Background: an optimization exercise with open tools, aiming at small area, a short achievable clock period and few clock cycles per item. Do not read the settings as production practice.
Only simulation tests tie the RTL to the original design; equivalence was not proved.

== amber ==
## UT_TOP
module UT_TOP (
    clk,
    rst_n,
    in_valid,
    in_time,
    out_valid,
    out_display,
    out_day
);
==> flow/config.mk <==
export PLATFORM = sky130hd
export DESIGN_NAME = UT_TOP
export DESIGN_NICKNAME = UT_TOP
export VERILOG_FILES = /design/flow/design.v
export SDC_FILE = /design/flow/constraint.sdc
export NUM_CORES = 4
export LEC_CHECK = 0
export ABC_AREA = 1
export CAP_MARGIN = 20
export CORE_MARGIN = 2
export CORE_UTILIZATION = 40
export CTS_BUF_LIST = sky130_fd_sc_hd__clkbuf_8 sky130_fd_sc_hd__clkbuf_16
export SLEW_MARGIN = 20
==> flow/constraint.sdc <==
create_clock -name core_clock -period 15.0 [get_ports {clk}]
set_input_delay 3.0000 -clock core_clock [delete_from_list [all_inputs] [get_ports {clk}]]
set_output_delay 3.0000 -clock core_clock [all_outputs]
set_load 0.01 [all_outputs]
standard.sh (not shown) runs the stock make flow with config.mk's settings and CLKGATE_MAP_FILE= SYNTH_SCRIPT=/design/flow/synth_recipe.tcl, a recipe that flattens the netlist after the stock synthesis.
==> flow/flow/run.sh <==
#!/bin/bash
# The standard layout, with timing repair aiming at 11.1 ns of setup slack
# instead of 0, and the port buffers made with buf_1 cells; the clock and the
# constraints stay the design's.
set -o pipefail
bash standard.sh SETUP_SLACK_MARGIN=11.1 "BUFFER_PORTS_ARGS=-buffer_cell sky130_fd_sc_hd__buf_1" finish > standard.log 2>&1
Testbench counts of amber, summed over its fixed seeds: cycles 55,200, items 2,400.
Input changes introduced in maple (baseline for comparison: amber):
Settings: CTS_BUF_LIST now sky130_fd_sc_hd__clkbuf_8, was sky130_fd_sc_hd__clkbuf_8 sky130_fd_sc_hd__clkbuf_16.
==> flow/flow/run.sh <==
#!/bin/bash
# The standard layout, with timing repair aiming at 11.2 ns of setup slack
# instead of 0, and the port buffers made with buf_1 cells; the clock and the
# constraints stay the design's.
set -o pipefail
bash standard.sh SETUP_SLACK_MARGIN=11.2 "BUFFER_PORTS_ARGS=-buffer_cell sky130_fd_sc_hd__buf_1" finish > standard.log 2>&1
==> comparison <==
As far as multi-input logic area is concerned, amber and maple perform about the same. Share of the final layout cell area in multi-input gates: maple vs amber up 0.39 points. Summary of maple over amber: non-clock buffer count increased by 8 relative to the old numbers; period utilization closely matched the old numbers; cell area decreased by 0.81% relative to the old numbers; worst slew margin relative to its limit decreased by 3.8 points relative to the old numbers. Share of the final layout cell area in sequential cells: amber and maple compared, lower one is amber.
[inputs] willow vs maple
Settings: CTS_BUF_LIST no longer set, was sky130_fd_sc_hd__clkbuf_8.
==> flow/flow/run.sh <==
#!/bin/bash
# The standard layout, with timing repair aiming at 11.1 ns of setup slack
# instead of 0, and the port buffers made with buf_1 cells; the clock and the
# constraints stay the design's.
set -o pipefail
bash standard.sh SETUP_SLACK_MARGIN=11.1 "BUFFER_PORTS_ARGS=-buffer_cell sky130_fd_sc_hd__buf_1" finish > standard.log 2>&1
### Flow results
willow — worst reg-to-reg path cell count 1 lower, maple as reference. Higher met2 routed wirelength among maple and willow: maple. Against maple, willow comes in 0.95 points higher on layout-stage area growth over the synthesis result. In willow, worst hold slack is lower than in maple. | total routed wirelength | maple vs willow | ≈ equal |. Of maple and willow, the lower pre-CTS worst setup slack belongs to willow.
Inputs modified between willow and violet:
Settings: putting CTS_BUF_LIST at sky130_fd_sc_hd__clkbuf_8 where nothing was set.
[summary]
NOTE: final design instance area without fill in violet falls short of that of willow
Diff willow..violet | wire length | negligible
Between violet and willow, the largest net degree at the start of global routing does not differ in any meaningful way.
The following lists how onyx was set up differently from violet:
Settings: a deleted CTS_BUF_LIST that had been sky130_fd_sc_hd__clkbuf_8; a deleted ABC_AREA that had been 1.
onyx vs. violet: wire length of the first global-routing pass went up by 8.6%.
Summary — routed length per placed instance, onyx relative to violet: higher, by 3.5 um.
Reported for violet and onyx, total negative slack turned out identical to the last digit.
Share of the synthesized area in compound gates (AO/OA/AOI/OAI) is lower on violet
| number of nets in the layout | onyx vs violet | 113 lower |
Critical setup path kind: reg2out -> violet, reg2reg -> onyx
Looking at cell area after placement, onyx sits 6.9% above violet.
The following lists how indigo was set up differently from onyx:
Settings: an added ABC_AREA of 1; an added CTS_BUF_LIST of sky130_fd_sc_hd__clkbuf_8.
==> flow/flow/run.sh <==
#!/bin/bash
# The standard layout, with timing repair aiming at 11.1 ns of setup slack
# instead of 0, and the port buffers made with buf_1 cells; repair only resizes and swaps gates.
# The clock and the constraints stay the design's.
set -o pipefail
bash standard.sh SETUP_SLACK_MARGIN=11.1 "BUFFER_PORTS_ARGS=-buffer_cell sky130_fd_sc_hd__buf_1" SETUP_MOVE_SEQUENCE=unbuffer,sizeup,swap finish > standard.log 2>&1
- indigo | stages: all done | timing, DRC, antenna: all pass
- indigo vs. onyx: area taken by multi-input logic gates went down by 690 um2.
- Summary of the comparison: hold slack is lower in indigo, relative to onyx.
- Between onyx and indigo, the flow reports number of cells after detailed placement increasing by more than 10%.
- In indigo, the multi-input logic cell count came out 32 above the value in onyx.
- onyx was routed with more vias than indigo.

## static timing again, ports no longer ideal
The flow's constraints put no driver on any port. The routed layouts listed below were extracted and timed again, unchanged, in two steps. Step 1 (the two cells are an assumption about what drives the block):
set clk [get_ports {clk}]
set_driving_cell -lib_cell sky130_fd_sc_hd__clkbuf_16 $clk
set_driving_cell -lib_cell sky130_fd_sc_hd__buf_2 [delete_from_list [all_inputs] $clk]
Step 2 adds t to the input delays and takes it off the output delays; t is the mean of the earliest and latest rising clock arrival at the registers after step 1. Input paths then give back, and output paths get back, about the clock's delay inside the block. a / b / c = ideal ports / drivers / drivers and shift; a / b = the first two.
run	shift t [ns]	setup WS [ns]	clock arrival spread, ns	pins driven straight from the clock port
amber	0.395	11.155 / 11.116 / 11.311	0.011 / 0.011	1
maple	0.405	11.137 / 11.100 / 11.398	0.017 / 0.016	1
willow	0.395	11.155 / 11.115 / 11.313	0.011 / 0.012	1
violet	0.405	11.139 / 11.102 / 11.319	0.012 / 0.012	1
onyx	0.385	10.689 / 10.689 / 10.689	0.011 / 0.011	1
indigo	0.407	11.135 / 11.097 / 11.286	0.014 / 0.013	1
After both steps every run listed still meets setup and hold.
